This is an optimization exercise on Yosys and OpenROAD, whose aim is small area and a short achievable clock period, not a production implementation.
Function was checked by simulation only, so behaviour that the tests miss may differ from the original.
Power is estimated from default activity; no workload was simulated.

==> flow/design.v <==
module multiplier_logic (
    input  wire        clk,
    input  wire        rst_n,
    input  wire [15:0] a,
    input  wire [15:0] b,
    output reg  [31:0] y
);
  reg r1_a0;
  reg r1_a1;
  reg r1_a2;
  reg r1_a3;
  reg r1_a4;
  reg r1_a5;
  reg r1_a6;
  reg r1_a7;
  reg r1_a8;
  reg r1_a9;
  reg r1_a10;
  reg r1_a11;
  reg r1_a12;
  reg r1_a13;
  reg r1_a14;
  reg r1_a15;
  reg r1_b15;
  reg r1_one1;
  reg r1_two2;
  reg r1_neg3;
  reg r1_one4;
  reg r1_two5;
  reg r1_neg6;
  reg r1_one7;
  reg r1_two8;
  reg r1_neg9;
  reg r1_one10;
  reg r1_two11;
  reg r1_neg12;
  reg r1_one13;
  reg r1_two14;
  reg r1_neg15;
  reg r1_one16;
  reg r1_two17;
  reg r1_neg18;
  reg r1_one19;
  reg r1_two20;
  reg r1_neg21;
  reg r1_one22;
  reg r1_two23;
  reg r1_neg24;
  reg r2_s193;
  reg r2_s195;
  reg r2_s199;
  reg r2_c200;
  reg r2_s201;
  reg r2_p63;
  reg r2_s203;
  reg r2_c202;
  reg r2_c204;
  reg r2_s205;
  reg r2_s207;
  reg r2_s209;
  reg r2_c210;
  reg r2_s213;
  reg r2_c214;
  reg r2_s219;
  reg r2_c218;
  reg r2_s221;
  reg r2_c220;
  reg r2_s223;
  reg r2_s227;
  reg r2_c224;
  reg r2_s229;
  reg r2_s233;
  reg r2_c230;
  reg r2_s235;
  reg r2_c236;
  reg r2_s241;
  reg r2_s243;
  reg r2_s245;
  reg r2_s247;
  reg r2_c242;
  reg r2_c244;
  reg r2_s249;
  reg r2_s253;
  reg r2_s255;
  reg r2_c250;
  reg r2_s257;
  reg r2_s261;
  reg r2_c258;
  reg r2_s263;
  reg r2_s265;
  reg r2_s269;
  reg r2_s271;
  reg r2_c264;
  reg r2_c266;
  reg r2_s273;
  reg r2_s279;
  reg r2_c274;
  reg r2_s281;
  reg r2_s283;
  reg r2_c282;
  reg r2_c284;
  reg r2_s291;
  reg r2_s293;
  reg r2_s297;
  reg r2_c292;
  reg r2_c294;
  reg r2_s299;
  reg r2_s301;
  reg r2_c300;
  reg r2_c302;
  reg r2_s307;
  reg r2_s309;
  reg r2_s311;
  reg r2_s313;
  reg r2_c308;
  reg r2_c310;
  reg r2_s315;
  reg r2_s317;
  reg r2_s319;
  reg r2_c316;
  reg r2_s321;
  reg r2_s325;
  reg r2_c322;
  reg r2_s327;
  reg r2_s331;
  reg r2_c328;
  reg r2_s333;
  reg r2_c332;
  reg r2_s335;
  reg r2_c334;
  reg r2_s337;
  reg r2_s339;
  reg r2_c338;
  reg r2_s341;
  reg r2_c342;
  reg r2_s345;
  reg r2_c346;
  reg r2_s349;
  reg r2_c348;
  reg r2_s351;
  reg r2_c350;
  reg r2_c352;
  reg r2_s353;
  reg r2_s355;
  reg r3_r2_s193;
  reg r3_r2_s195;
  reg r3_r2_s199;
  reg r3_s357;
  reg r3_s361;
  reg r3_s365;
  reg r3_c366;
  reg r3_s367;
  reg r3_r2_c210;
  reg r3_r2_s213;
  reg r3_c368;
  reg r3_r2_c214;
  reg r3_r2_s219;
  reg r3_r2_s223;
  reg r3_s369;
  reg r3_c370;
  reg r3_s371;
  reg r3_c372;
  reg r3_s373;
  reg r3_c374;
  reg r3_s375;
  reg r3_s377;
  reg r3_s379;
  reg r3_c380;
  reg r3_s383;
  reg r3_c384;
  reg r3_s387;
  reg r3_s393;
  reg r3_c392;
  reg r3_s397;
  reg r3_c394;
  reg r3_c398;
  reg r3_s401;
  reg r3_s407;
  reg r3_c406;
  reg r3_s411;
  reg r3_c408;
  reg r3_s417;
  reg r3_c416;
  reg r3_s421;
  reg r3_c418;
  reg r3_s425;
  reg r3_c424;
  reg r3_s427;
  reg r3_c426;
  reg r3_s431;
  reg r3_s435;
  reg r3_s437;
  reg r3_c436;
  reg r3_s439;
  reg r3_s441;
  reg r3_c440;
  reg r3_s443;
  reg r3_r2_s355;
  reg r3_c444;
  wire one1 = b[0] ^ 1'b0;
  wire two2 = (b[1] & ~b[0] & ~1'b0) | (~b[1] & b[0] & 1'b0);
  wire neg3 = b[1];
  wire one4 = b[2] ^ b[1];
  wire two5 = (b[3] & ~b[2] & ~b[1]) | (~b[3] & b[2] & b[1]);
  wire neg6 = b[3];
  wire one7 = b[4] ^ b[3];
  wire two8 = (b[5] & ~b[4] & ~b[3]) | (~b[5] & b[4] & b[3]);
  wire neg9 = b[5];
  wire one10 = b[6] ^ b[5];
  wire two11 = (b[7] & ~b[6] & ~b[5]) | (~b[7] & b[6] & b[5]);
  wire neg12 = b[7];
  wire one13 = b[8] ^ b[7];
  wire two14 = (b[9] & ~b[8] & ~b[7]) | (~b[9] & b[8] & b[7]);
  wire neg15 = b[9];
  wire one16 = b[10] ^ b[9];
  wire two17 = (b[11] & ~b[10] & ~b[9]) | (~b[11] & b[10] & b[9]);
  wire neg18 = b[11];
  wire one19 = b[12] ^ b[11];
  wire two20 = (b[13] & ~b[12] & ~b[11]) | (~b[13] & b[12] & b[11]);
  wire neg21 = b[13];
  wire one22 = b[14] ^ b[13];
  wire two23 = (b[15] & ~b[14] & ~b[13]) | (~b[15] & b[14] & b[13]);
  wire neg24 = b[15];
  wire p25 = ((r1_one1 & r1_a0) | (r1_two2 & 1'b0)) ^ r1_neg3;
  wire p26 = ((r1_one1 & r1_a1) | (r1_two2 & r1_a0)) ^ r1_neg3;
  wire p27 = ((r1_one1 & r1_a2) | (r1_two2 & r1_a1)) ^ r1_neg3;
  wire p28 = ((r1_one1 & r1_a3) | (r1_two2 & r1_a2)) ^ r1_neg3;
  wire p29 = ((r1_one1 & r1_a4) | (r1_two2 & r1_a3)) ^ r1_neg3;
  wire p30 = ((r1_one1 & r1_a5) | (r1_two2 & r1_a4)) ^ r1_neg3;
  wire p31 = ((r1_one1 & r1_a6) | (r1_two2 & r1_a5)) ^ r1_neg3;
  wire p32 = ((r1_one1 & r1_a7) | (r1_two2 & r1_a6)) ^ r1_neg3;
  wire p33 = ((r1_one1 & r1_a8) | (r1_two2 & r1_a7)) ^ r1_neg3;
  wire p34 = ((r1_one1 & r1_a9) | (r1_two2 & r1_a8)) ^ r1_neg3;
  wire p35 = ((r1_one1 & r1_a10) | (r1_two2 & r1_a9)) ^ r1_neg3;
  wire p36 = ((r1_one1 & r1_a11) | (r1_two2 & r1_a10)) ^ r1_neg3;
  wire p37 = ((r1_one1 & r1_a12) | (r1_two2 & r1_a11)) ^ r1_neg3;
  wire p38 = ((r1_one1 & r1_a13) | (r1_two2 & r1_a12)) ^ r1_neg3;
  wire p39 = ((r1_one1 & r1_a14) | (r1_two2 & r1_a13)) ^ r1_neg3;
  wire p40 = ((r1_one1 & r1_a15) | (r1_two2 & r1_a14)) ^ r1_neg3;
  wire p41 = ((r1_one1 & 1'b0) | (r1_two2 & r1_a15)) ^ r1_neg3;
  wire ns42 = ~r1_neg3;
  wire ng43 = r1_neg3;
  wire p44 = ((r1_one4 & r1_a0) | (r1_two5 & 1'b0)) ^ r1_neg6;
  wire p45 = ((r1_one4 & r1_a1) | (r1_two5 & r1_a0)) ^ r1_neg6;
  wire p46 = ((r1_one4 & r1_a2) | (r1_two5 & r1_a1)) ^ r1_neg6;
  wire p47 = ((r1_one4 & r1_a3) | (r1_two5 & r1_a2)) ^ r1_neg6;
  wire p48 = ((r1_one4 & r1_a4) | (r1_two5 & r1_a3)) ^ r1_neg6;
  wire p49 = ((r1_one4 & r1_a5) | (r1_two5 & r1_a4)) ^ r1_neg6;
  wire p50 = ((r1_one4 & r1_a6) | (r1_two5 & r1_a5)) ^ r1_neg6;
  wire p51 = ((r1_one4 & r1_a7) | (r1_two5 & r1_a6)) ^ r1_neg6;
  wire p52 = ((r1_one4 & r1_a8) | (r1_two5 & r1_a7)) ^ r1_neg6;
  wire p53 = ((r1_one4 & r1_a9) | (r1_two5 & r1_a8)) ^ r1_neg6;
  wire p54 = ((r1_one4 & r1_a10) | (r1_two5 & r1_a9)) ^ r1_neg6;
  wire p55 = ((r1_one4 & r1_a11) | (r1_two5 & r1_a10)) ^ r1_neg6;
  wire p56 = ((r1_one4 & r1_a12) | (r1_two5 & r1_a11)) ^ r1_neg6;
  wire p57 = ((r1_one4 & r1_a13) | (r1_two5 & r1_a12)) ^ r1_neg6;
  wire p58 = ((r1_one4 & r1_a14) | (r1_two5 & r1_a13)) ^ r1_neg6;
  wire p59 = ((r1_one4 & r1_a15) | (r1_two5 & r1_a14)) ^ r1_neg6;
  wire p60 = ((r1_one4 & 1'b0) | (r1_two5 & r1_a15)) ^ r1_neg6;
  wire ns61 = ~r1_neg6;
  wire ng62 = r1_neg6;
  wire p63 = ((r1_one7 & r1_a0) | (r1_two8 & 1'b0)) ^ r1_neg9;
  wire p64 = ((r1_one7 & r1_a1) | (r1_two8 & r1_a0)) ^ r1_neg9;
  wire p65 = ((r1_one7 & r1_a2) | (r1_two8 & r1_a1)) ^ r1_neg9;
  wire p66 = ((r1_one7 & r1_a3) | (r1_two8 & r1_a2)) ^ r1_neg9;
  wire p67 = ((r1_one7 & r1_a4) | (r1_two8 & r1_a3)) ^ r1_neg9;
  wire p68 = ((r1_one7 & r1_a5) | (r1_two8 & r1_a4)) ^ r1_neg9;
  wire p69 = ((r1_one7 & r1_a6) | (r1_two8 & r1_a5)) ^ r1_neg9;
  wire p70 = ((r1_one7 & r1_a7) | (r1_two8 & r1_a6)) ^ r1_neg9;
  wire p71 = ((r1_one7 & r1_a8) | (r1_two8 & r1_a7)) ^ r1_neg9;
  wire p72 = ((r1_one7 & r1_a9) | (r1_two8 & r1_a8)) ^ r1_neg9;
  wire p73 = ((r1_one7 & r1_a10) | (r1_two8 & r1_a9)) ^ r1_neg9;
  wire p74 = ((r1_one7 & r1_a11) | (r1_two8 & r1_a10)) ^ r1_neg9;
  wire p75 = ((r1_one7 & r1_a12) | (r1_two8 & r1_a11)) ^ r1_neg9;
  wire p76 = ((r1_one7 & r1_a13) | (r1_two8 & r1_a12)) ^ r1_neg9;
  wire p77 = ((r1_one7 & r1_a14) | (r1_two8 & r1_a13)) ^ r1_neg9;
  wire p78 = ((r1_one7 & r1_a15) | (r1_two8 & r1_a14)) ^ r1_neg9;
  wire p79 = ((r1_one7 & 1'b0) | (r1_two8 & r1_a15)) ^ r1_neg9;
  wire ns80 = ~r1_neg9;
  wire ng81 = r1_neg9;
  wire p82 = ((r1_one10 & r1_a0) | (r1_two11 & 1'b0)) ^ r1_neg12;
  wire p83 = ((r1_one10 & r1_a1) | (r1_two11 & r1_a0)) ^ r1_neg12;
  wire p84 = ((r1_one10 & r1_a2) | (r1_two11 & r1_a1)) ^ r1_neg12;
  wire p85 = ((r1_one10 & r1_a3) | (r1_two11 & r1_a2)) ^ r1_neg12;
  wire p86 = ((r1_one10 & r1_a4) | (r1_two11 & r1_a3)) ^ r1_neg12;
  wire p87 = ((r1_one10 & r1_a5) | (r1_two11 & r1_a4)) ^ r1_neg12;
  wire p88 = ((r1_one10 & r1_a6) | (r1_two11 & r1_a5)) ^ r1_neg12;
  wire p89 = ((r1_one10 & r1_a7) | (r1_two11 & r1_a6)) ^ r1_neg12;
  wire p90 = ((r1_one10 & r1_a8) | (r1_two11 & r1_a7)) ^ r1_neg12;
  wire p91 = ((r1_one10 & r1_a9) | (r1_two11 & r1_a8)) ^ r1_neg12;
  wire p92 = ((r1_one10 & r1_a10) | (r1_two11 & r1_a9)) ^ r1_neg12;
  wire p93 = ((r1_one10 & r1_a11) | (r1_two11 & r1_a10)) ^ r1_neg12;
  wire p94 = ((r1_one10 & r1_a12) | (r1_two11 & r1_a11)) ^ r1_neg12;
  wire p95 = ((r1_one10 & r1_a13) | (r1_two11 & r1_a12)) ^ r1_neg12;
  wire p96 = ((r1_one10 & r1_a14) | (r1_two11 & r1_a13)) ^ r1_neg12;
  wire p97 = ((r1_one10 & r1_a15) | (r1_two11 & r1_a14)) ^ r1_neg12;
  wire p98 = ((r1_one10 & 1'b0) | (r1_two11 & r1_a15)) ^ r1_neg12;
  wire ns99 = ~r1_neg12;
  wire ng100 = r1_neg12;
  wire p101 = ((r1_one13 & r1_a0) | (r1_two14 & 1'b0)) ^ r1_neg15;
  wire p102 = ((r1_one13 & r1_a1) | (r1_two14 & r1_a0)) ^ r1_neg15;
  wire p103 = ((r1_one13 & r1_a2) | (r1_two14 & r1_a1)) ^ r1_neg15;
  wire p104 = ((r1_one13 & r1_a3) | (r1_two14 & r1_a2)) ^ r1_neg15;
  wire p105 = ((r1_one13 & r1_a4) | (r1_two14 & r1_a3)) ^ r1_neg15;
  wire p106 = ((r1_one13 & r1_a5) | (r1_two14 & r1_a4)) ^ r1_neg15;
  wire p107 = ((r1_one13 & r1_a6) | (r1_two14 & r1_a5)) ^ r1_neg15;
  wire p108 = ((r1_one13 & r1_a7) | (r1_two14 & r1_a6)) ^ r1_neg15;
  wire p109 = ((r1_one13 & r1_a8) | (r1_two14 & r1_a7)) ^ r1_neg15;
  wire p110 = ((r1_one13 & r1_a9) | (r1_two14 & r1_a8)) ^ r1_neg15;
  wire p111 = ((r1_one13 & r1_a10) | (r1_two14 & r1_a9)) ^ r1_neg15;
  wire p112 = ((r1_one13 & r1_a11) | (r1_two14 & r1_a10)) ^ r1_neg15;
  wire p113 = ((r1_one13 & r1_a12) | (r1_two14 & r1_a11)) ^ r1_neg15;
  wire p114 = ((r1_one13 & r1_a13) | (r1_two14 & r1_a12)) ^ r1_neg15;
  wire p115 = ((r1_one13 & r1_a14) | (r1_two14 & r1_a13)) ^ r1_neg15;
  wire p116 = ((r1_one13 & r1_a15) | (r1_two14 & r1_a14)) ^ r1_neg15;
  wire p117 = ((r1_one13 & 1'b0) | (r1_two14 & r1_a15)) ^ r1_neg15;
  wire ns118 = ~r1_neg15;
  wire ng119 = r1_neg15;
  wire p120 = ((r1_one16 & r1_a0) | (r1_two17 & 1'b0)) ^ r1_neg18;
  wire p121 = ((r1_one16 & r1_a1) | (r1_two17 & r1_a0)) ^ r1_neg18;
  wire p122 = ((r1_one16 & r1_a2) | (r1_two17 & r1_a1)) ^ r1_neg18;
  wire p123 = ((r1_one16 & r1_a3) | (r1_two17 & r1_a2)) ^ r1_neg18;
  wire p124 = ((r1_one16 & r1_a4) | (r1_two17 & r1_a3)) ^ r1_neg18;
  wire p125 = ((r1_one16 & r1_a5) | (r1_two17 & r1_a4)) ^ r1_neg18;
  wire p126 = ((r1_one16 & r1_a6) | (r1_two17 & r1_a5)) ^ r1_neg18;
  wire p127 = ((r1_one16 & r1_a7) | (r1_two17 & r1_a6)) ^ r1_neg18;
  wire p128 = ((r1_one16 & r1_a8) | (r1_two17 & r1_a7)) ^ r1_neg18;
  wire p129 = ((r1_one16 & r1_a9) | (r1_two17 & r1_a8)) ^ r1_neg18;
  wire p130 = ((r1_one16 & r1_a10) | (r1_two17 & r1_a9)) ^ r1_neg18;
  wire p131 = ((r1_one16 & r1_a11) | (r1_two17 & r1_a10)) ^ r1_neg18;
  wire p132 = ((r1_one16 & r1_a12) | (r1_two17 & r1_a11)) ^ r1_neg18;
  wire p133 = ((r1_one16 & r1_a13) | (r1_two17 & r1_a12)) ^ r1_neg18;
  wire p134 = ((r1_one16 & r1_a14) | (r1_two17 & r1_a13)) ^ r1_neg18;
  wire p135 = ((r1_one16 & r1_a15) | (r1_two17 & r1_a14)) ^ r1_neg18;
  wire p136 = ((r1_one16 & 1'b0) | (r1_two17 & r1_a15)) ^ r1_neg18;
  wire ns137 = ~r1_neg18;
  wire ng138 = r1_neg18;
  wire p139 = ((r1_one19 & r1_a0) | (r1_two20 & 1'b0)) ^ r1_neg21;
  wire p140 = ((r1_one19 & r1_a1) | (r1_two20 & r1_a0)) ^ r1_neg21;
  wire p141 = ((r1_one19 & r1_a2) | (r1_two20 & r1_a1)) ^ r1_neg21;
  wire p142 = ((r1_one19 & r1_a3) | (r1_two20 & r1_a2)) ^ r1_neg21;
  wire p143 = ((r1_one19 & r1_a4) | (r1_two20 & r1_a3)) ^ r1_neg21;
  wire p144 = ((r1_one19 & r1_a5) | (r1_two20 & r1_a4)) ^ r1_neg21;
  wire p145 = ((r1_one19 & r1_a6) | (r1_two20 & r1_a5)) ^ r1_neg21;
  wire p146 = ((r1_one19 & r1_a7) | (r1_two20 & r1_a6)) ^ r1_neg21;
  wire p147 = ((r1_one19 & r1_a8) | (r1_two20 & r1_a7)) ^ r1_neg21;
  wire p148 = ((r1_one19 & r1_a9) | (r1_two20 & r1_a8)) ^ r1_neg21;
  wire p149 = ((r1_one19 & r1_a10) | (r1_two20 & r1_a9)) ^ r1_neg21;
  wire p150 = ((r1_one19 & r1_a11) | (r1_two20 & r1_a10)) ^ r1_neg21;
  wire p151 = ((r1_one19 & r1_a12) | (r1_two20 & r1_a11)) ^ r1_neg21;
  wire p152 = ((r1_one19 & r1_a13) | (r1_two20 & r1_a12)) ^ r1_neg21;
  wire p153 = ((r1_one19 & r1_a14) | (r1_two20 & r1_a13)) ^ r1_neg21;
  wire p154 = ((r1_one19 & r1_a15) | (r1_two20 & r1_a14)) ^ r1_neg21;
  wire p155 = ((r1_one19 & 1'b0) | (r1_two20 & r1_a15)) ^ r1_neg21;
  wire ns156 = ~r1_neg21;
  wire ng157 = r1_neg21;
  wire p158 = ((r1_one22 & r1_a0) | (r1_two23 & 1'b0)) ^ r1_neg24;
  wire p159 = ((r1_one22 & r1_a1) | (r1_two23 & r1_a0)) ^ r1_neg24;
  wire p160 = ((r1_one22 & r1_a2) | (r1_two23 & r1_a1)) ^ r1_neg24;
  wire p161 = ((r1_one22 & r1_a3) | (r1_two23 & r1_a2)) ^ r1_neg24;
  wire p162 = ((r1_one22 & r1_a4) | (r1_two23 & r1_a3)) ^ r1_neg24;
  wire p163 = ((r1_one22 & r1_a5) | (r1_two23 & r1_a4)) ^ r1_neg24;
  wire p164 = ((r1_one22 & r1_a6) | (r1_two23 & r1_a5)) ^ r1_neg24;
  wire p165 = ((r1_one22 & r1_a7) | (r1_two23 & r1_a6)) ^ r1_neg24;
  wire p166 = ((r1_one22 & r1_a8) | (r1_two23 & r1_a7)) ^ r1_neg24;
  wire p167 = ((r1_one22 & r1_a9) | (r1_two23 & r1_a8)) ^ r1_neg24;
  wire p168 = ((r1_one22 & r1_a10) | (r1_two23 & r1_a9)) ^ r1_neg24;
  wire p169 = ((r1_one22 & r1_a11) | (r1_two23 & r1_a10)) ^ r1_neg24;
  wire p170 = ((r1_one22 & r1_a12) | (r1_two23 & r1_a11)) ^ r1_neg24;
  wire p171 = ((r1_one22 & r1_a13) | (r1_two23 & r1_a12)) ^ r1_neg24;
  wire p172 = ((r1_one22 & r1_a14) | (r1_two23 & r1_a13)) ^ r1_neg24;
  wire p173 = ((r1_one22 & r1_a15) | (r1_two23 & r1_a14)) ^ r1_neg24;
  wire p174 = ((r1_one22 & 1'b0) | (r1_two23 & r1_a15)) ^ r1_neg24;
  wire ns175 = ~r1_neg24;
  wire ng176 = r1_neg24;
  wire p177 = r1_a0 & r1_b15;
  wire p178 = r1_a1 & r1_b15;
  wire p179 = r1_a2 & r1_b15;
  wire p180 = r1_a3 & r1_b15;
  wire p181 = r1_a4 & r1_b15;
  wire p182 = r1_a5 & r1_b15;
  wire p183 = r1_a6 & r1_b15;
  wire p184 = r1_a7 & r1_b15;
  wire p185 = r1_a8 & r1_b15;
  wire p186 = r1_a9 & r1_b15;
  wire p187 = r1_a10 & r1_b15;
  wire p188 = r1_a11 & r1_b15;
  wire p189 = r1_a12 & r1_b15;
  wire p190 = r1_a13 & r1_b15;
  wire p191 = r1_a14 & r1_b15;
  wire p192 = r1_a15 & r1_b15;
  wire s193 = ng43 ^ p25;
  wire c194 = ng43 & p25;
  wire s195 = p26 ^ c194;
  wire c196 = p26 & c194;
  wire s197, c198;
  mult_fa u_s197 (.x(ng62), .y(p27), .z(p44), .s(s197), .c(c198));
  wire s199 = c196 ^ s197;
  wire c200 = c196 & s197;
  wire s201, c202;
  mult_fa u_s201 (.x(p28), .y(p45), .z(c198), .s(s201), .c(c202));
  wire s203, c204;
  mult_fa u_s203 (.x(ng81), .y(p29), .z(p46), .s(s203), .c(c204));
  wire s205, c206;
  mult_fa u_s205 (.x(p30), .y(p47), .z(p64), .s(s205), .c(c206));
  wire s207, c208;
  mult_fa u_s207 (.x(ng100), .y(p31), .z(p48), .s(s207), .c(c208));
  wire s209, c210;
  mult_fa u_s209 (.x(p65), .y(p82), .z(c206), .s(s209), .c(c210));
  wire s211, c212;
  mult_fa u_s211 (.x(p32), .y(p49), .z(p66), .s(s211), .c(c212));
  wire s213, c214;
  mult_fa u_s213 (.x(p83), .y(c208), .z(s211), .s(s213), .c(c214));
  wire s215, c216;
  mult_fa u_s215 (.x(ng119), .y(p101), .z(p33), .s(s215), .c(c216));
  wire s217, c218;
  mult_fa u_s217 (.x(p50), .y(p67), .z(p84), .s(s217), .c(c218));
  wire s219, c220;
  mult_fa u_s219 (.x(c212), .y(s215), .z(s217), .s(s219), .c(c220));
  wire s221, c222;
  mult_fa u_s221 (.x(p102), .y(p34), .z(p51), .s(s221), .c(c222));
  wire s223, c224;
  mult_fa u_s223 (.x(p68), .y(p85), .z(c216), .s(s223), .c(c224));
  wire s225, c226;
  mult_fa u_s225 (.x(ng138), .y(p103), .z(p120), .s(s225), .c(c226));
  wire s227, c228;
  mult_fa u_s227 (.x(p35), .y(p52), .z(p69), .s(s227), .c(c228));
  wire s229, c230;
  mult_fa u_s229 (.x(p86), .y(c222), .z(s225), .s(s229), .c(c230));
  wire s231, c232;
  mult_fa u_s231 (.x(p104), .y(p121), .z(p36), .s(s231), .c(c232));
  wire s233, c234;
  mult_fa u_s233 (.x(p53), .y(p70), .z(p87), .s(s233), .c(c234));
  wire s235, c236;
  mult_fa u_s235 (.x(c226), .y(c228), .z(s231), .s(s235), .c(c236));
  wire s237, c238;
  mult_fa u_s237 (.x(ng157), .y(p105), .z(p122), .s(s237), .c(c238));
  wire s239, c240;
  mult_fa u_s239 (.x(p139), .y(p37), .z(p54), .s(s239), .c(c240));
  wire s241, c242;
  mult_fa u_s241 (.x(p71), .y(p88), .z(c232), .s(s241), .c(c242));
  wire s243, c244;
  mult_fa u_s243 (.x(c234), .y(s237), .z(s239), .s(s243), .c(c244));
  wire s245, c246;
  mult_fa u_s245 (.x(p106), .y(p123), .z(p140), .s(s245), .c(c246));
  wire s247, c248;
  mult_fa u_s247 (.x(p38), .y(p55), .z(p72), .s(s247), .c(c248));
  wire s249, c250;
  mult_fa u_s249 (.x(p89), .y(c238), .z(c240), .s(s249), .c(c250));
  wire s251, c252;
  mult_fa u_s251 (.x(ng176), .y(p107), .z(p124), .s(s251), .c(c252));
  wire s253, c254;
  mult_fa u_s253 (.x(p141), .y(p158), .z(p39), .s(s253), .c(c254));
  wire s255, c256;
  mult_fa u_s255 (.x(p56), .y(p73), .z(p90), .s(s255), .c(c256));
  wire s257, c258;
  mult_fa u_s257 (.x(c246), .y(c248), .z(s251), .s(s257), .c(c258));
  wire s259, c260;
  mult_fa u_s259 (.x(p108), .y(p125), .z(p142), .s(s259), .c(c260));
  wire s261, c262;
  mult_fa u_s261 (.x(p159), .y(p40), .z(p57), .s(s261), .c(c262));
  wire s263, c264;
  mult_fa u_s263 (.x(p74), .y(p91), .z(c252), .s(s263), .c(c264));
  wire s265, c266;
  mult_fa u_s265 (.x(c254), .y(c256), .z(s259), .s(s265), .c(c266));
  wire s267, c268;
  mult_fa u_s267 (.x(p177), .y(p109), .z(p126), .s(s267), .c(c268));
  wire s269, c270;
  mult_fa u_s269 (.x(p143), .y(p160), .z(p41), .s(s269), .c(c270));
  wire s271, c272;
  mult_fa u_s271 (.x(p58), .y(p75), .z(p92), .s(s271), .c(c272));
  wire s273, c274;
  mult_fa u_s273 (.x(c260), .y(c262), .z(s267), .s(s273), .c(c274));
  wire s275, c276;
  mult_fa u_s275 (.x(1'b1), .y(ns42), .z(p178), .s(s275), .c(c276));
  wire s277, c278;
  mult_fa u_s277 (.x(p110), .y(p127), .z(p144), .s(s277), .c(c278));
  wire s279, c280;
  mult_fa u_s279 (.x(p161), .y(p59), .z(p76), .s(s279), .c(c280));
  wire s281, c282;
  mult_fa u_s281 (.x(p93), .y(s275), .z(c268), .s(s281), .c(c282));
  wire s283, c284;
  mult_fa u_s283 (.x(c270), .y(c272), .z(s277), .s(s283), .c(c284));
  wire s285, c286;
  mult_fa u_s285 (.x(1'b1), .y(p179), .z(p111), .s(s285), .c(c286));
  wire s287, c288;
  mult_fa u_s287 (.x(p128), .y(p145), .z(p162), .s(s287), .c(c288));
  wire s289, c290;
  mult_fa u_s289 (.x(p60), .y(p77), .z(p94), .s(s289), .c(c290));
  wire s291, c292;
  mult_fa u_s291 (.x(c276), .y(c278), .z(c280), .s(s291), .c(c292));
  wire s293, c294;
  mult_fa u_s293 (.x(s285), .y(s287), .z(s289), .s(s293), .c(c294));
  wire s295, c296;
  mult_fa u_s295 (.x(ns61), .y(p180), .z(p112), .s(s295), .c(c296));
  wire s297, c298;
  mult_fa u_s297 (.x(p129), .y(p146), .z(p163), .s(s297), .c(c298));
  wire s299, c300;
  mult_fa u_s299 (.x(p78), .y(p95), .z(c286), .s(s299), .c(c300));
  wire s301, c302;
  mult_fa u_s301 (.x(c288), .y(c290), .z(s295), .s(s301), .c(c302));
  wire s303, c304;
  mult_fa u_s303 (.x(1'b1), .y(p181), .z(p113), .s(s303), .c(c304));
  wire s305, c306;
  mult_fa u_s305 (.x(p130), .y(p147), .z(p164), .s(s305), .c(c306));
  wire s307, c308;
  mult_fa u_s307 (.x(p79), .y(p96), .z(c296), .s(s307), .c(c308));
  wire s309, c310;
  mult_fa u_s309 (.x(c298), .y(s303), .z(s305), .s(s309), .c(c310));
  wire s311, c312;
  mult_fa u_s311 (.x(ns80), .y(p182), .z(p114), .s(s311), .c(c312));
  wire s313, c314;
  mult_fa u_s313 (.x(p131), .y(p148), .z(p165), .s(s313), .c(c314));
  wire s315, c316;
  mult_fa u_s315 (.x(p97), .y(c304), .z(c306), .s(s315), .c(c316));
  wire s317, c318;
  mult_fa u_s317 (.x(1'b1), .y(p183), .z(p115), .s(s317), .c(c318));
  wire s319, c320;
  mult_fa u_s319 (.x(p132), .y(p149), .z(p166), .s(s319), .c(c320));
  wire s321, c322;
  mult_fa u_s321 (.x(p98), .y(c312), .z(c314), .s(s321), .c(c322));
  wire s323, c324;
  mult_fa u_s323 (.x(ns99), .y(p184), .z(p116), .s(s323), .c(c324));
  wire s325, c326;
  mult_fa u_s325 (.x(p133), .y(p150), .z(p167), .s(s325), .c(c326));
  wire s327, c328;
  mult_fa u_s327 (.x(c318), .y(c320), .z(s323), .s(s327), .c(c328));
  wire s329, c330;
  mult_fa u_s329 (.x(1'b1), .y(p185), .z(p117), .s(s329), .c(c330));
  wire s331, c332;
  mult_fa u_s331 (.x(p134), .y(p151), .z(p168), .s(s331), .c(c332));
  wire s333, c334;
  mult_fa u_s333 (.x(c324), .y(c326), .z(s329), .s(s333), .c(c334));
  wire s335, c336;
  mult_fa u_s335 (.x(ns118), .y(p186), .z(p135), .s(s335), .c(c336));
  wire s337, c338;
  mult_fa u_s337 (.x(p152), .y(p169), .z(c330), .s(s337), .c(c338));
  wire s339, c340;
  mult_fa u_s339 (.x(1'b1), .y(p187), .z(p136), .s(s339), .c(c340));
  wire s341, c342;
  mult_fa u_s341 (.x(p153), .y(p170), .z(c336), .s(s341), .c(c342));
  wire s343, c344;
  mult_fa u_s343 (.x(ns137), .y(p188), .z(p154), .s(s343), .c(c344));
  wire s345, c346;
  mult_fa u_s345 (.x(p171), .y(c340), .z(s343), .s(s345), .c(c346));
  wire s347, c348;
  mult_fa u_s347 (.x(1'b1), .y(p189), .z(p155), .s(s347), .c(c348));
  wire s349, c350;
  mult_fa u_s349 (.x(p172), .y(c344), .z(s347), .s(s349), .c(c350));
  wire s351, c352;
  mult_fa u_s351 (.x(ns156), .y(p190), .z(p173), .s(s351), .c(c352));
  wire s353, c354;
  mult_fa u_s353 (.x(1'b1), .y(p191), .z(p174), .s(s353), .c(c354));
  wire s355, c356;
  mult_fa u_s355 (.x(ns175), .y(p192), .z(c354), .s(s355), .c(c356));
  wire s357 = r2_c200 ^ r2_s201;
  wire c358 = r2_c200 & r2_s201;
  wire s359, c360;
  mult_fa u_s359 (.x(r2_c202), .y(r2_p63), .z(r2_s203), .s(s359), .c(c360));
  wire s361 = c358 ^ s359;
  wire c362 = c358 & s359;
  wire s363, c364;
  mult_fa u_s363 (.x(r2_c204), .y(r2_s205), .z(c360), .s(s363), .c(c364));
  wire s365 = c362 ^ s363;
  wire c366 = c362 & s363;
  wire s367, c368;
  mult_fa u_s367 (.x(r2_s207), .y(r2_s209), .z(c364), .s(s367), .c(c368));
  wire s369, c370;
  mult_fa u_s369 (.x(r2_c218), .y(r2_c220), .z(r2_s221), .s(s369), .c(c370));
  wire s371, c372;
  mult_fa u_s371 (.x(r2_c224), .y(r2_s227), .z(r2_s229), .s(s371), .c(c372));
  wire s373, c374;
  mult_fa u_s373 (.x(r2_c230), .y(r2_s233), .z(r2_s235), .s(s373), .c(c374));
  wire s375, c376;
  mult_fa u_s375 (.x(r2_c236), .y(r2_s241), .z(r2_s243), .s(s375), .c(c376));
  wire s377, c378;
  mult_fa u_s377 (.x(r2_c242), .y(r2_c244), .z(r2_s245), .s(s377), .c(c378));
  wire s379, c380;
  mult_fa u_s379 (.x(r2_s247), .y(r2_s249), .z(c376), .s(s379), .c(c380));
  wire s381, c382;
  mult_fa u_s381 (.x(r2_c250), .y(r2_s253), .z(r2_s255), .s(s381), .c(c382));
  wire s383, c384;
  mult_fa u_s383 (.x(r2_s257), .y(c378), .z(s381), .s(s383), .c(c384));
  wire s385, c386;
  mult_fa u_s385 (.x(r2_c258), .y(r2_s261), .z(r2_s263), .s(s385), .c(c386));
  wire s387, c388;
  mult_fa u_s387 (.x(r2_s265), .y(c382), .z(s385), .s(s387), .c(c388));
  wire s389, c390;
  mult_fa u_s389 (.x(r2_c264), .y(r2_c266), .z(r2_s269), .s(s389), .c(c390));
  wire s391, c392;
  mult_fa u_s391 (.x(r2_s271), .y(r2_s273), .z(c386), .s(s391), .c(c392));
  wire s393, c394;
  mult_fa u_s393 (.x(s389), .y(c388), .z(s391), .s(s393), .c(c394));
  wire s395, c396;
  mult_fa u_s395 (.x(r2_c274), .y(r2_s279), .z(r2_s281), .s(s395), .c(c396));
  wire s397, c398;
  mult_fa u_s397 (.x(r2_s283), .y(c390), .z(s395), .s(s397), .c(c398));
  wire s399, c400;
  mult_fa u_s399 (.x(r2_c282), .y(r2_c284), .z(r2_s291), .s(s399), .c(c400));
  wire s401, c402;
  mult_fa u_s401 (.x(r2_s293), .y(c396), .z(s399), .s(s401), .c(c402));
  wire s403, c404;
  mult_fa u_s403 (.x(r2_c292), .y(r2_c294), .z(r2_s297), .s(s403), .c(c404));
  wire s405, c406;
  mult_fa u_s405 (.x(r2_s299), .y(r2_s301), .z(c400), .s(s405), .c(c406));
  wire s407, c408;
  mult_fa u_s407 (.x(s403), .y(c402), .z(s405), .s(s407), .c(c408));
  wire s409, c410;
  mult_fa u_s409 (.x(r2_c300), .y(r2_c302), .z(r2_s307), .s(s409), .c(c410));
  wire s411, c412;
  mult_fa u_s411 (.x(r2_s309), .y(c404), .z(s409), .s(s411), .c(c412));
  wire s413, c414;
  mult_fa u_s413 (.x(r2_c308), .y(r2_c310), .z(r2_s311), .s(s413), .c(c414));
  wire s415, c416;
  mult_fa u_s415 (.x(r2_s313), .y(r2_s315), .z(c410), .s(s415), .c(c416));
  wire s417, c418;
  mult_fa u_s417 (.x(s413), .y(c412), .z(s415), .s(s417), .c(c418));
  wire s419, c420;
  mult_fa u_s419 (.x(r2_c316), .y(r2_s317), .z(r2_s319), .s(s419), .c(c420));
  wire s421, c422;
  mult_fa u_s421 (.x(r2_s321), .y(c414), .z(s419), .s(s421), .c(c422));
  wire s423, c424;
  mult_fa u_s423 (.x(r2_c322), .y(r2_s325), .z(r2_s327), .s(s423), .c(c424));
  wire s425, c426;
  mult_fa u_s425 (.x(c420), .y(s423), .z(c422), .s(s425), .c(c426));
  wire s427, c428;
  mult_fa u_s427 (.x(r2_c328), .y(r2_s331), .z(r2_s333), .s(s427), .c(c428));
  wire s429, c430;
  mult_fa u_s429 (.x(r2_c332), .y(r2_c334), .z(r2_s335), .s(s429), .c(c430));
  wire s431, c432;
  mult_fa u_s431 (.x(r2_s337), .y(c428), .z(s429), .s(s431), .c(c432));
  wire s433, c434;
  mult_fa u_s433 (.x(r2_c338), .y(r2_s339), .z(r2_s341), .s(s433), .c(c434));
  wire s435, c436;
  mult_fa u_s435 (.x(c430), .y(s433), .z(c432), .s(s435), .c(c436));
  wire s437, c438;
  mult_fa u_s437 (.x(r2_c342), .y(r2_s345), .z(c434), .s(s437), .c(c438));
  wire s439, c440;
  mult_fa u_s439 (.x(r2_c346), .y(r2_s349), .z(c438), .s(s439), .c(c440));
  wire s441, c442;
  mult_fa u_s441 (.x(r2_c348), .y(r2_c350), .z(r2_s351), .s(s441), .c(c442));
  wire s443, c444;
  mult_fa u_s443 (.x(r2_c352), .y(r2_s353), .z(c442), .s(s443), .c(c444));
  wire s445 = r3_c368 ^ r3_r2_c210;
  wire c446 = r3_c368 & r3_r2_c210;
  wire s447 = r3_r2_c214 ^ r3_r2_s219;
  wire c448 = r3_r2_c214 & r3_r2_s219;
  wire s449 = r3_r2_s223 ^ r3_s369;
  wire c450 = r3_r2_s223 & r3_s369;
  wire s451 = r3_c370 ^ r3_s371;
  wire c452 = r3_c370 & r3_s371;
  wire s453 = r3_c372 ^ r3_s373;
  wire c454 = r3_c372 & r3_s373;
  wire s455 = r3_c374 ^ r3_s375;
  wire c456 = r3_c374 & r3_s375;
  wire s457 = r3_s377 ^ r3_s379;
  wire c458 = r3_s377 & r3_s379;
  wire s459 = r3_c380 ^ r3_s383;
  wire c460 = r3_c380 & r3_s383;
  wire s461 = r3_c384 ^ r3_s387;
  wire c462 = r3_c384 & r3_s387;
  wire s463 = r3_c392 ^ r3_c394;
  wire c464 = r3_c392 & r3_c394;
  wire s465 = r3_c398 ^ r3_s401;
  wire c466 = r3_c398 & r3_s401;
  wire s467 = r3_c406 ^ r3_c408;
  wire c468 = r3_c406 & r3_c408;
  wire s469 = r3_c416 ^ r3_c418;
  wire c470 = r3_c416 & r3_c418;
  wire s471 = r3_c424 ^ r3_c426;
  wire c472 = r3_c424 & r3_c426;
  wire [31:0] ra = {r3_c444, r3_s443, r3_c440, r3_s439, r3_c436, r3_s435, r3_s431, r3_s427, r3_s425, r3_s421, r3_s417, r3_s411, r3_s407, c464, r3_s397, r3_s393, c460, c458, c456, c454, c452, c450, c448, c446, r3_r2_s213, r3_c366, r3_s365, r3_s361, r3_s357, r3_r2_s199, r3_r2_s195, r3_r2_s193};
  wire [31:0] rb = {r3_r2_s355, 1'b0, r3_s441, 1'b0, r3_s437, 1'b0, c472, s471, c470, s469, c468, s467, c466, s465, s463, c462, s461, s459, s457, s455, s453, s451, s449, s447, s445, r3_s367, 1'b0, 1'b0, 1'b0, 1'b0, 1'b0, 1'b0};
  wire [20:0] plo = ra[19:0] + rb[19:0];
  reg [20:0] r4_plo;
  reg [11:0] r4_ha, r4_hb;
  always @(posedge clk) begin r4_plo <= plo; r4_ha <= ra[31:20]; r4_hb <= rb[31:20]; end
  wire [11:0] phi = r4_ha + r4_hb + r4_plo[20];
  wire [31:0] prod = {phi, r4_plo[19:0]};
  always @(posedge clk) begin
    r1_a0 <= a[0];
    r1_a1 <= a[1];
    r1_a2 <= a[2];
    r1_a3 <= a[3];
    r1_a4 <= a[4];
    r1_a5 <= a[5];
    r1_a6 <= a[6];
    r1_a7 <= a[7];
    r1_a8 <= a[8];
    r1_a9 <= a[9];
    r1_a10 <= a[10];
    r1_a11 <= a[11];
    r1_a12 <= a[12];
    r1_a13 <= a[13];
    r1_a14 <= a[14];
    r1_a15 <= a[15];
    r1_b15 <= b[15];
    r1_one1 <= one1;
    r1_two2 <= two2;
    r1_neg3 <= neg3;
    r1_one4 <= one4;
    r1_two5 <= two5;
    r1_neg6 <= neg6;
    r1_one7 <= one7;
    r1_two8 <= two8;
    r1_neg9 <= neg9;
    r1_one10 <= one10;
    r1_two11 <= two11;
    r1_neg12 <= neg12;
    r1_one13 <= one13;
    r1_two14 <= two14;
    r1_neg15 <= neg15;
    r1_one16 <= one16;
    r1_two17 <= two17;
    r1_neg18 <= neg18;
    r1_one19 <= one19;
    r1_two20 <= two20;
    r1_neg21 <= neg21;
    r1_one22 <= one22;
    r1_two23 <= two23;
    r1_neg24 <= neg24;
    r2_s193 <= s193;
    r2_s195 <= s195;
    r2_s199 <= s199;
    r2_c200 <= c200;
    r2_s201 <= s201;
    r2_p63 <= p63;
    r2_s203 <= s203;
    r2_c202 <= c202;
    r2_c204 <= c204;
    r2_s205 <= s205;
    r2_s207 <= s207;
    r2_s209 <= s209;
    r2_c210 <= c210;
    r2_s213 <= s213;
    r2_c214 <= c214;
    r2_s219 <= s219;
    r2_c218 <= c218;
    r2_s221 <= s221;
    r2_c220 <= c220;
    r2_s223 <= s223;
    r2_s227 <= s227;
    r2_c224 <= c224;
    r2_s229 <= s229;
    r2_s233 <= s233;
    r2_c230 <= c230;
    r2_s235 <= s235;
    r2_c236 <= c236;
    r2_s241 <= s241;
    r2_s243 <= s243;
    r2_s245 <= s245;
    r2_s247 <= s247;
    r2_c242 <= c242;
    r2_c244 <= c244;
    r2_s249 <= s249;
    r2_s253 <= s253;
    r2_s255 <= s255;
    r2_c250 <= c250;
    r2_s257 <= s257;
    r2_s261 <= s261;
    r2_c258 <= c258;
    r2_s263 <= s263;
    r2_s265 <= s265;
    r2_s269 <= s269;
    r2_s271 <= s271;
    r2_c264 <= c264;
    r2_c266 <= c266;
    r2_s273 <= s273;
    r2_s279 <= s279;
    r2_c274 <= c274;
    r2_s281 <= s281;
    r2_s283 <= s283;
    r2_c282 <= c282;
    r2_c284 <= c284;
    r2_s291 <= s291;
    r2_s293 <= s293;
    r2_s297 <= s297;
    r2_c292 <= c292;
    r2_c294 <= c294;
    r2_s299 <= s299;
    r2_s301 <= s301;
    r2_c300 <= c300;
    r2_c302 <= c302;
    r2_s307 <= s307;
    r2_s309 <= s309;
    r2_s311 <= s311;
    r2_s313 <= s313;
    r2_c308 <= c308;
    r2_c310 <= c310;
    r2_s315 <= s315;
    r2_s317 <= s317;
    r2_s319 <= s319;
    r2_c316 <= c316;
    r2_s321 <= s321;
    r2_s325 <= s325;
    r2_c322 <= c322;
    r2_s327 <= s327;
    r2_s331 <= s331;
    r2_c328 <= c328;
    r2_s333 <= s333;
    r2_c332 <= c332;
    r2_s335 <= s335;
    r2_c334 <= c334;
    r2_s337 <= s337;
    r2_s339 <= s339;
    r2_c338 <= c338;
    r2_s341 <= s341;
    r2_c342 <= c342;
    r2_s345 <= s345;
    r2_c346 <= c346;
    r2_s349 <= s349;
    r2_c348 <= c348;
    r2_s351 <= s351;
    r2_c350 <= c350;
    r2_c352 <= c352;
    r2_s353 <= s353;
    r2_s355 <= s355;
    r3_r2_s193 <= r2_s193;
    r3_r2_s195 <= r2_s195;
    r3_r2_s199 <= r2_s199;
    r3_s357 <= s357;
    r3_s361 <= s361;
    r3_s365 <= s365;
    r3_c366 <= c366;
    r3_s367 <= s367;
    r3_r2_c210 <= r2_c210;
    r3_r2_s213 <= r2_s213;
    r3_c368 <= c368;
    r3_r2_c214 <= r2_c214;
    r3_r2_s219 <= r2_s219;
    r3_r2_s223 <= r2_s223;
    r3_s369 <= s369;
    r3_c370 <= c370;
    r3_s371 <= s371;
    r3_c372 <= c372;
    r3_s373 <= s373;
    r3_c374 <= c374;
    r3_s375 <= s375;
    r3_s377 <= s377;
    r3_s379 <= s379;
    r3_c380 <= c380;
    r3_s383 <= s383;
    r3_c384 <= c384;
    r3_s387 <= s387;
    r3_s393 <= s393;
    r3_c392 <= c392;
    r3_s397 <= s397;
    r3_c394 <= c394;
    r3_c398 <= c398;
    r3_s401 <= s401;
    r3_s407 <= s407;
    r3_c406 <= c406;
    r3_s411 <= s411;
    r3_c408 <= c408;
    r3_s417 <= s417;
    r3_c416 <= c416;
    r3_s421 <= s421;
    r3_c418 <= c418;
    r3_s425 <= s425;
    r3_c424 <= c424;
    r3_s427 <= s427;
    r3_c426 <= c426;
    r3_s431 <= s431;
    r3_s435 <= s435;
    r3_s437 <= s437;
    r3_c436 <= c436;
    r3_s439 <= s439;
    r3_s441 <= s441;
    r3_c440 <= c440;
    r3_s443 <= s443;
    r3_r2_s355 <= r2_s355;
    r3_c444 <= c444;
  end
  reg [3:0] v;
  always @(posedge clk) begin
    if (!rst_n) begin
      v <= 4'd0;
      y <= 32'd0;
    end else begin
      v <= {v[2:0], 1'b1};
      y <= v[3] ? prod : 32'd0;
    end
  end
endmodule
module mult_fa (input wire x, input wire y, input wire z, output wire s, output wire c);
  assign s = x ^ y ^ z;
  assign c = (x & y) | (x & z) | (y & z);
endmodule
==> flow/run.sh <==
#!/bin/bash
# synth_recipe.tcl (not shown) runs the flow's synth.tcl, then flattens the netlist and writes it again
# the make line also repeats each setting of config.mk as NAME=value (left out here)
make -C /OpenROAD-flow-scripts/flow DESIGN_CONFIG=/design/flow/config.mk WORK_HOME=/design/flow/orfs CLKGATE_MAP_FILE= SYNTH_SCRIPT=/design/flow/synth_recipe.tcl finish
==> flow/config.mk <==
export PLATFORM = sky130hd
export DESIGN_NAME = multiplier_logic
export DESIGN_NICKNAME = multiplier_logic
export VERILOG_FILES = /design/flow/design.v
export SDC_FILE = /design/flow/constraint.sdc
export NUM_CORES = 4
export LEC_CHECK = 0
export CAP_MARGIN = 20
export CORE_MARGIN = 2
export CORE_UTILIZATION = 60
export CTS_BUF_LIST = sky130_fd_sc_hd__clkbuf_4 sky130_fd_sc_hd__clkbuf_8
export PLACE_DENSITY = 0.7
export SETUP_SLACK_MARGIN = 2.5
export SLEW_MARGIN = 20
export SYNTH_HIERARCHICAL = 1
export SYNTH_MINIMUM_KEEP_SIZE = 0
==> flow/constraint.sdc <==
create_clock -name core_clock -period 4.5 [get_ports {clk}]
set_input_delay 0.9000 -clock core_clock [delete_from_list [all_inputs] [get_ports {clk}]]
set_output_delay 0.9000 -clock core_clock [all_outputs]
set_load 0.01 [all_outputs]
==> reports/summary.txt, run 1 <==
Outcome: finished clean
Setup crit end: r2_s345$_DFF_P_
GR Layer Usage met2: 36.1%
Most frequent cells in the layout: 227 x dfxtp_1, 140 x xnor2_1, 118 x fa_1
Seq cells post-synth: 269
VDD IR max: 304 µV
Worst hold slack: 321 ps
Worst r2r dst: r2_s345$_DFF_P_
Root Buffer: clkbuf_8
Placed Cells: 1266
Die Y: 146 µm
Initial Util: 60.7%
Skew final: 17.2 ps
Via count: 7603
Startpoint Class: flip-flop
Mapped Area: 12200 µm²
Synthesized area per cell: 12.1 µm²
DP Area: 12900 µm²
Grt met1 use: 34.0%
Area fraction of the dominant cell type after synthesis: 44.2%
Critical path class: flip-flop to flip-flop
Worst Setup SP: r1_a11$_DFF_P_
# rows: 52
TritonRoute pass-1 iters: 6
Fraction of layout cells with a size suffix above 1: 22.2%
Hold Crit Class: flip-flop to flip-flop
Worst-path clk slew: 60 ps
FF-to-FF Start: r1_a11$_DFF_P_
Die X: 146 µm
Adder-Cell Fraction of Synth Area: 24.3%
Lkg Pwr: 5.78 nW
Sequential cell area fraction in the yosys report: 44.2%
All-Layer GR Usage: 23.8%
Setup WS post-layout: 2490 ps
Grt total ovfl: 0
Final Util: 72.1%
Final setup violation count: 0
Share of the clock period used by the worst path: 44.8%
Worst slew margin: 58.9%
# IOs: 66
Initial drt markers: 576
GR peak layer: met2
Yosys Warn Count: 7
Main combinational cell family by area after synthesis: adder cells
Worst slew pin tran: 615 ps
CTS buffer count: 42
Post-synth top area cell: dfxtp_1
Setup TNS: 0 ps
Final antenna-violating net count: 0
Full die area: 21400 µm²
Hold path start: r3_s421$_DFF_P_
Port bufs: 65
Largest fanout on the critical path: 8
Area of the core: 20000 µm²
Initial antenna violation count: 1
Ant diodes: 0
DR vias/cell: 5.49
Power density cells: 661 nW/µm²
Final GP Congestion: 0.853
Vias in the first global route: 7612
Dominant synthesized flop cell: dfxtp_1
Dpl hpwl: 16200 µm
Commonest non-fill, non-tap cell in the layout: dfxtp_1
Pins Over Slew Limit: 0
Ys async rst share: 0%
Fillers: 1462
CTS Hold Bufs: 0
Post-synth EDFFs: 0
Post-synthesis compound-gate area fraction: 10.9%
Reg2reg setup slack: 2490 ps
Fmax: 0.496 GHz
Post-synthesis instance total: 1005
Clk Latency, worst-skew pair: 550 ps
Max-cap check violation count: 0
CTS tree: yes
Final Power: 9.54 mW
Post-route insts no fill: 1385
Minimum clock period: 2010 ps
Clock sinks: 269
Yosys cell types: 48
Final instance area: 14400 µm²
Hold Vio Cnt, Final: 0
CTS Buffer Depth: 3
WL/cell: 18.6 µm
Unrepaired setup endpoints after global routing: true
WP data required: 4930 ps
GRT met3 Usage: 5.41%
Mux cell area share after synthesis: 0.288%
Largest cells by area after synthesis: dfxtp_1 44%, fa_1 20%, xnor2_1 10%
DRC Markers: 0
Synthesis-to-layout area growth: 18.7%
H-tree Lvls: 2
Pin count of the biggest net entering global routing: 29
# nets final: 1279
Critical Path End Type: flip-flop
Setup WS pre-CTS: 2030 ps
Routed WL: 25700 µm
Arrival @ worst endpoint: 2450 ps
First-pass GRT wire length: 40100 µm
Reg2reg path depth: 5
Xor/xnor cell area share of the yosys netlist: 11.0%
Simple-Gate Fraction of Synth Area: 5.89%
-- layer usage --
metal / up-vias / part of all wire, %
met5: - / 0.051
met4: 2 / 1.8
met3: 51 / 9.6
met2: 371 / 45
met1: 3647 / 43
li1: 3532 / -
-- repair_timing --
| action | in CTS | in global routing |
|---|---|---|
| setup buffers | 2 | 40 |
| endpoints found under the setup margin | 104 | 51 |
| pin swaps | 3 | 8 |
| gates resized for setup | 193 | 59 |
-- cell usage after synthesis, drive strengths merged (17+ instances only) --
master and n:
a22oi 120, ha 40, clkbuf 68, xnor2 140, dfxtp 269, nand2 29
and3 21, buf 19, inv 17, fa 123, and2 25
-- Yosys stat by module (local to each module, per instance) --
module | cell area, µm² | cells inside | flip-flops and latches
multiplier_logic | 9770 | 885 | 269
mult_fa | 20.0 | 1 | 0
-- state kept, by name, summed over array words and instances, names as in the netlist, 4 cells and up --
signal	cells
r4_ha	12
v	4
r4_hb	9
r4_plo	21
y	32
-- cells by family (layout without fill, tap and decap cells) --
logic type | count (synthesis) | after routing
xor+xnor | 153 | 153
simple gates | 130 | 130
fa+ha+maj | 163 | 163
compound gates | 182 | 182
flops | 269 | 269
mux | 3 | 3
other cells | 1 | 8
buf+inv | 104 | 207
-- how the worst min path moves through the flow --
stage,cells after the start,slack [ps],to
after CTS,0,320,r4_ha[2]$_DFF_P_
after global routing,0,320,r4_hb[7]$_DFF_P_
after detailed placement,0,310,r4_ha[10]$_DFF_P_
after floorplan,0,310,r3_r2_c210$_DFF_P_
after global placement,0,310,r3_r2_s355$_DFF_P_
final,0,320,r4_ha[2]$_DFF_P_
-- critical path, stage by stage, from the launching register on --
cell and delay (ps):
dfxtp_4 390, buf_4 190, buf_4 160, and2_1 170
fa_1 580, fa_1 410
-- where the power goes --
group	switching, mW	total, mW	internal (mW)
registers	0.497	3.76	3.26
logic	1.81	3.61	1.79
clock network	0.910	2.18	1.27
-- final cells by class --
type                            instances  area [µm²]  share of cell area [%]
Clock buffer                           71         858                    5.94
Clock inverter                          6        75.1                   0.520
Inverter                               17        63.8                   0.442
Multi-Input combinational cell        639        6630                    45.9
Sequential cell                       269        5530                    38.3
Tap cell                              270         338                    2.34
Timing Repair Buffer                  113         947                    6.56
==> run 2, diff against run 1 <==
==> flow/config.mk (replaced) <==
export PLATFORM = sky130hd
export DESIGN_NAME = multiplier_logic
export DESIGN_NICKNAME = multiplier_logic
export VERILOG_FILES = /design/flow/design.v
export SDC_FILE = /design/flow/constraint.sdc
export NUM_CORES = 4
export LEC_CHECK = 0
export CAP_MARGIN = 20
export CORE_MARGIN = 2
export CORE_UTILIZATION = 40
export SETUP_SLACK_MARGIN = 2.65
export SLEW_MARGIN = 20
export SYNTH_HIERARCHICAL = 1
export SYNTH_MINIMUM_KEEP_SIZE = 0
==> run 2 against run 1 <==
Against the previous run: still clean on timing, DRC and antenna; worst setup slack better by 34 ps; core utilization is 18 points lower; clock skew down 5.0 ps; sequential share of layout area shrank 4.2 points; wire length is 17% higher; die area rose by 49%; area after synthesis is the same; cell area is 13% higher; non-clock buffer count up 97; synthesized cell count is the same; clock power is 11% higher.
==> reports/summary.txt, run 2 <==
Outcome: finished clean
Pins Over Slew Limit: 0 (unchanged)
All-Layer GR Usage: 17.4% (-6.4 points)
Reg2reg path depth: 5 (unchanged)
Slowest-stage cell, CP: fa_2
# nets final: 1362 (+6.5%)
DP Area: 13300 µm² (+3.4%)
# rows: 63 (+21%)
Initial Util: 40.9% (-20 points)
Post-synth top area cell: dfxtp_1
FF-to-FF Start: r1_a10$_DFF_P_
Reg2reg setup slack: 2520 ps (+30 ps)
Area fraction of the dominant cell type after synthesis: 44.2% (unchanged)
Unrepaired setup endpoints after global routing: true
Worst slew pin tran: 658 ps (+43.3 ps)
Hold Crit Class: flip-flop to flip-flop
Final instance area: 16300 µm² (+13%)
Routed WL: 30000 µm (+17%)
Max-cap check violation count: 0 (unchanged)
Fillers: 2481 (+70%)
Worst slew margin: 56.0% (-2.9 points)
Fmax: 0.505 GHz (+1.7%)
VDD IR max: 362 µV (+19%)
Worst r2r dst: r2_s301$_DFF_P_
Dpl hpwl: 17300 µm (+6.5%)
Clk Latency, worst-skew pair: 540 ps (about the same)
Hold Crit Endpoint: r4_plo[5]$_DFF_P_
Initial antenna violation count: 1 (unchanged)
Die X: 178 µm (+22%)
Hold path start: r3_s365$_DFF_P_
Critical path class: flip-flop to flip-flop
Final Power: 10.4 mW (+9.1%)
Buf+Inv Stages, Crit Path: 1 (-1)
Commonest non-fill, non-tap cell in the layout: dfxtp_1
Setup WS post-layout: 2520 ps (+34.2 ps)
Clock sinks: 269 (unchanged)
Port bufs: 65 (unchanged)
Startpoint Class: flip-flop
TritonRoute pass-1 iters: 5 (-1)
Hold Crit Depth: 0 (unchanged)
Placed Cells: 1387 (+9.6%)
Critical Path End Type: flip-flop
DRC Markers: 0 (unchanged)
Final setup violation count: 0 (unchanged)
Post-synth EDFFs: 0 (unchanged)
Skew final: 12.2 ps (-5.03 ps)
Area of the core: 29800 µm² (+49%)
Die Y: 178 µm (+22%)
CTS buffer count: 28 (-33%)
Most frequent cells in the layout: 217 x dfxtp_1, 115 x xnor2_1, 108 x buf_4
Synthesis-to-layout area growth: 33.6%
Final Util: 54.6% (-18 points)
Arrival @ worst endpoint: 2460 ps (about the same)
Yosys cell types: 48 (unchanged)
Initial drt markers: 557 (-3.3%)
Critical path's largest stage delay: 530 ps (-50 ps)
DR vias/cell: 5.05 (-8.0%)
Synth top cells by count: 269 x dfxtp_1, 140 x xnor2_1, 123 x fa_1
H-tree Lvls: 1 (-1)
Synthesized area per cell: 12.1 µm² (unchanged)
Largest cells by area after synthesis: dfxtp_1 44%, fa_1 20%, xnor2_1 10%
Fraction of layout cells with a size suffix above 1: 38.6% (+16 points)
Hold Vio Cnt, Final: 0 (unchanged)
Setup WS pre-CTS: 2010 ps (-22.3 ps)
Biggest regs: y (32), r4_plo (21), r4_ha (12)
Largest register FFs: 32 (unchanged)
Post-synthesis instance total: 1005 (unchanged)
Worst hold slack: 323 ps (+2.15 ps)
Power density cells: 640 nW/µm² (-3.1%)
Most common cell in the synthesized netlist: dfxtp_1
Final antenna-violating net count: 0 (unchanged)
WL/cell: 19.1 µm (+2.9%)
Final GP Congestion: 0.871 (+2.1%)
CTS tree: yes
First-pass GRT wire length: 43100 µm (+7.4%)
Root Buffer: clkbuf_16
Largest fanout on the critical path: 8 (unchanged)
Largest Register: y
Via count: 7941 (+4.4%)
Post-route insts no fill: 1572 (+14%)
Grt total ovfl: 0 (unchanged)
Setup TNS: 0 ps (unchanged)
Yosys Warn Count: 7 (unchanged)
Ys async rst share: 0% (unchanged)
Crit path cell chain: buf_12 -> a22oi_2 -> xnor2_1 -> fa_2 -> fa_2
Pin count of the biggest net entering global routing: 36 (+24%)
Mapped Area: 12200 µm² (unchanged)
Full die area: 31800 µm² (+49%)
Ant diodes: 0 (unchanged)
Worst-path clk slew: 60 ps (about the same)
Sequential cell area fraction in the yosys report: 44.2% (unchanged)
CTS Hold Bufs: 0 (unchanged)
Minimum clock period: 1980 ps (-34.2 ps)
Crit path max-delay family: adder cells
Share of the clock period used by the worst path: 44.0% (-0.76 points)
Seq cells post-synth: 269 (unchanged)
Dominant synthesized flop cell: dfxtp_1
WP data required: 4980 ps (+50 ps)
Worst path most repeated cell: fa_2
Vias in the first global route: 7855 (+3.2%)
Lkg Pwr: 6.46 nW (+12%)
# IOs: 66 (unchanged)
CTS Buffer Depth: 3 (unchanged)
[run 2: cell counts after synthesis]
No cell type changed its count.
[run 2: worst reg2reg max path: stages (launching register included)]
cell	delay, ps
dfxtp_4	420
buf_12	180
a22oi_2	170
xnor2_1	160
fa_2	470
fa_2	530
[run 2: power breakdown]
| part | switching, mW | internal, mW |
|---|---|---|
| Combinational | 2.05 | 2.19 |
| Sequential | 0.483 | 3.27 |
| Clock | 0.924 | 1.49 |
[run 2: cells by family after synthesis]
family          after synthesis  share of synthesized area (%)
flops                       269                           44.2
compound gates              182                           10.9
fa+ha+maj                   163                           24.3
xor+xnor                    153                           11.0
simple gates                130                           5.89
buf+inv                     104                           3.35
mux                           3                          0.288
other cells                   1                         0.0308
[run 2: routing by layer]
layer,track usage (%),share of wire (%),vias up
met5,0,0.043,-
met3,3.45,7.9,86
met4,6.00,3.6,2
met2,27.0,45,335
li1,-,-,3679
met1,24.4,43,3839
[run 2: layout make-up]
cell class | count | area (µm²) | area share, %
inverters | 17 | 63.8 | 0.392
flip-flops and latches | 269 | 5550 | 34.1
multi-input cells | 639 | 7290 | 44.9
clock buffers | 38 | 820 | 5.04
repair buffers | 210 | 1890 | 11.6
clock inverters | 9 | 155 | 0.954
well taps | 390 | 488 | 3.00
[run 2: repair_timing]
action,CTS,global route
gates cloned,0,1
hold endpoints to repair,0,0
buffers inserted,61,76
endpoints found under the setup margin,136,108
gates resized for setup,265,117
pin swaps,26,61
[run 2: worst max-delay path by stage]
stage / startpoint / to / cells past startpoint
2_1_floorplan: r1_a7$_DFF_P_ / r2_s213$_DFF_P_ / 6
3_3_place_gp: rst_n / y[28]$_SDFF_PN0_ / 5
3_5_place_dp: r1_neg18$_DFF_P_ / r2_s283$_DFF_P_ / 3
4_1_cts: r1_one13$_DFF_P_ / r2_c310$_DFF_P_ / 5
5_1_grt: r3_c384$_DFF_P_ / r4_plo[19]$_DFF_P_ / 6
6_report: r1_a10$_DFF_P_ / r2_s301$_DFF_P_ / 5
[run 2: per-module statistics from Yosys (local to each module, per instance)]
| module | area (µm²) | flops+latches |
|---|---|---|
| mult_fa | 20.0 | 0 |
| multiplier_logic | 9770 | 269 |
==> run 3, diff against run 2 <==
--- a/flow/config.mk
+++ b/flow/config.mk
@@ -8,7 +8,7 @@
 export CAP_MARGIN = 20
 export CORE_MARGIN = 2
 export CORE_UTILIZATION = 40
-export SETUP_SLACK_MARGIN = 2.65
+export SETUP_SLACK_MARGIN = 2.3
 export SLEW_MARGIN = 20
 export SYNTH_HIERARCHICAL = 1
 export SYNTH_MINIMUM_KEEP_SIZE = 0
==> run 3 against run 2 <==
Against the previous run: sequential power is essentially flat; largest power group is now sequential cells; combinational power shrank 25%; largest cell class unchanged; core utilization is 7.5 points lower; still clean; wire length decreased by 16%.
==> reports/summary.txt, run 3 <==
Sequential cell area fraction in the yosys report: 44.2% (unchanged)
Ant diodes: 0 (unchanged)
Full die area: 31800 µm² (unchanged)
Area of the multi-input gates: 6420 µm² (-12%)
Initial drt markers: 538 (-3.4%)
Outcome: finished clean
Pins Over Slew Limit: 0 (unchanged)
# IOs: 66 (unchanged)
CTS buffer count: 28 (unchanged)
Max-cap check violation count: 0 (unchanged)
Die Y: 178 µm (unchanged)
Commonest non-fill, non-tap cell in the layout: dfxtp_1
CTS Buffer Depth: 3 (unchanged)
Unrepaired setup endpoints after global routing: false
Yosys cell types: 48 (unchanged)
Synthesis-to-layout area growth: 15.2%
VDD IR max: 282 µV (-22%)
Skew final: 11.4 ps (-0.747 ps)
Seq cells post-synth: 269 (unchanged)
Power density cells: 657 nW/µm² (+2.5%)
Startpoint Class: flip-flop
# nets final: 1223 (-10%)
Post-synthesis instance total: 1005 (unchanged)
DR vias/cell: 5.01 (-0.79%)
Yosys Warn Count: 7 (unchanged)
Most frequent cells in the layout: 231 x dfxtp_1, 140 x xnor2_1, 123 x fa_1
Minimum clock period: 2140 ps (+159 ps)
Dominant synthesized flop cell: dfxtp_1
DRC Markers: 0 (unchanged)
Via count: 7197 (-9.4%)
Hold Crit Class: flip-flop to flip-flop
Root Buffer: clkbuf_16
CTS tree: yes
Setup TNS: 0 ps (unchanged)
Initial Util: 40.9% (unchanged)
Final Power: 9.21 mW (-12%)
Worst slew margin: 55.2% (-0.85 points)
Ys async rst share: 0% (unchanged)
Die X: 178 µm (unchanged)
CTS Hold Bufs: 0 (unchanged)
Critical path class: flip-flop to flip-flop
Routed WL: 25100 µm (-16%)
Grt total ovfl: 0 (unchanged)
Hold Vio Cnt, Final: 0 (unchanged)
Biggest regs: y (32), r4_plo (21), r4_ha (12)
Largest register FFs: 32 (unchanged)
Largest Register: y
Hold Crit Depth: 0 (unchanged)
Clock sinks: 269 (unchanged)
TritonRoute pass-1 iters: 5 (unchanged)
Fmax: 0.467 GHz (-7.4%)
Area fraction of the dominant cell type after synthesis: 44.2% (unchanged)
Largest cells by area after synthesis: dfxtp_1 44%, fa_1 20%, xnor2_1 10%
Most common cell in the synthesized netlist: dfxtp_1
Post-synth top area cell: dfxtp_1
Fraction of layout cells with a size suffix above 1: 10.0% (-29 points)
Pin count of the biggest net entering global routing: 36 (unchanged)
All-Layer GR Usage: 16.2% (-1.2 points)
Worst-path clk slew: 60 ps (about the same)
Final antenna-violating net count: 0 (unchanged)
FF+latch area: 5460 µm² (-1.6%)
First-pass GRT wire length: 40400 µm (-6.3%)
Post-synth EDFFs: 0 (unchanged)
Clk Latency, worst-skew pair: 540 ps (about the same)
Largest fanout on the critical path: 17 (+9)
Lkg Pwr: 5.59 nW (-13%)
Worst slew pin tran: 671 ps (+12.7 ps)
Area of the core: 29800 µm² (unchanged)
H-tree Lvls: 1 (unchanged)
Arrival @ worst endpoint: 2540 ps (+80 ps)
Critical Path End Type: flip-flop
Initial antenna violation count: 1 (unchanged)
Mapped Area: 12200 µm² (unchanged)
WL/cell: 17.5 µm (-8.5%)
Reg2reg path depth: 4 (-1)
Final setup violation count: 0 (unchanged)
WP data required: 4900 ps (-80 ps)
# rows: 63 (unchanged)
Synth top cells by count: 269 x dfxtp_1, 140 x xnor2_1, 123 x fa_1
Dpl hpwl: 16900 µm (-2.1%)
Share of the clock period used by the worst path: 47.6% (+3.5 points)
Synthesized area per cell: 12.1 µm² (unchanged)
Fillers: 2693 (+8.5%)
Final GP Congestion: 0.843 (-3.2%)
Vias in the first global route: 7431 (-5.4%)
Port bufs: 65 (unchanged)
[run 3: worst paths after layout]
kind	startpoint	to	slack, ps
worst max-delay path	r1_a11$_DFF_P_	r2_s301$_DFF_P_	2360
worst min-delay path	r3_s417$_DFF_P_	r4_ha[1]$_DFF_P_	320
worst max register to register	r1_a11$_DFF_P_	r2_s301$_DFF_P_	2360
worst min register to register	r3_s417$_DFF_P_	r4_ha[1]$_DFF_P_	320
[run 3: critical path: stages (launching register included)]
cell and delay (ps):
dfxtp_2 620, a22oi_1 190, xnor2_1 240, fa_1 480
fa_1 470
[run 3: per-module statistics from Yosys (local to each module, per instance)]
module            flip-flops and latches  cells  times used
mult_fa                                0      1         120
multiplier_logic                     269    885           1
[run 3: area by class of cell]
cell class                      instances  area share, %
Tap cell                              390           3.48
Clock buffer                           37           5.74
Inverter                               17          0.455
Clock inverter                         13          0.954
Multi-Input combinational cell        639           45.8
Sequential cell                       269           38.9
Timing Repair Buffer                   71           4.67
[run 3: per-layer routing]
| metal | GRT usage [%] | vias up | wire [µm] |
|---|---|---|---|
| met3 | 2.75 | 48 | 1870 |
| met5 | 0 | - | 0 |
| met1 | 23.0 | 3487 | 11700 |
| met2 | 25.3 | 265 | 10900 |
| met4 | 5.08 | 0 | 657 |
| li1 | - | 3397 | - |
[run 3: cells by family after synthesis]
| family | share of synthesized area [%] |
|---|---|
| AND/OR/NAND/NOR | 5.89 |
| AO/OA/AOI/OAI | 10.9 |
| multiplexers | 0.288 |
| adder cells (fa/ha/maj) | 24.3 |
| buffers and inverters | 3.35 |
| other | 0.0308 |
| flip-flops | 44.2 |
| XOR/XNOR | 11.0 |
[run 3: metrics by stage]
| stage | util [%] | hold WS [ps] | area (µm²) | cells | worst slack (ps) |
|---|---|---|---|---|---|
| after global routing | 47.1 | 330 | 14000 | 1436 | 2300 |
| after floorplan | - | 310 | 12200 | 1012 | 2300 |
| after detailed placement | 43.7 | 312 | 13000 | 1385 | 1990 |
| final | 47.1 | 323 | 14000 | 1436 | 2360 |
| after CTS | 46.9 | 326 | 14000 | 1435 | 2320 |
| after global placement | 43.7 | 311 | 13000 | 1385 | 2010 |
[run 3: power breakdown]
part           switching [mW]  leakage, nW  internal (mW)  total (mW)
sequential              0.483         2.26           3.26        3.75
combinational            1.64         2.87           1.53        3.17
clock                   0.919        0.457           1.37        2.29
total                    3.05         5.59           6.16        9.21
[run 3: what timing repair did]
item                                    4_1_cts  5_1_grt
gates resized for setup                      69       16
endpoints found under the setup margin       90        8
endpoints found under the hold margin         0        0
buffers inserted                              0        1
pin swaps                                     0        1

==> afterwards: timing with drivers on the ports <==
No port has a modelled driver above. Below, the same layouts with a new extraction and two added sets of constraints.
Step 1 (the two cells are an assumption about what drives the block):
set clk [get_ports {clk}]
set_driving_cell -lib_cell sky130_fd_sc_hd__clkbuf_16 $clk
set_driving_cell -lib_cell sky130_fd_sc_hd__buf_2 [delete_from_list [all_inputs] $clk]
Step 2 also shifts input and output timing later by t, the mid clock arrival at the registers, as if the neighbouring blocks saw the same clock.
Slacks: ideal / step 1 / step 2; pairs: ideal / step 1.
run | t (ns) | slack for setup (ns) | worst setup path at the end
run 1 | 0.589 | 2.485 / 2.485 / 2.161 | input to register
run 2 | 0.585 | 2.519 / 2.519 / 2.188 | input to register
run 3 | 0.574 | 2.360 / 2.360 / 2.017 | input to register
After both steps every run listed still meets setup and hold. For run 3, which loses most, drivers alone change the setup slack by 0.000 ns; drivers and shift together by -0.343 ns.
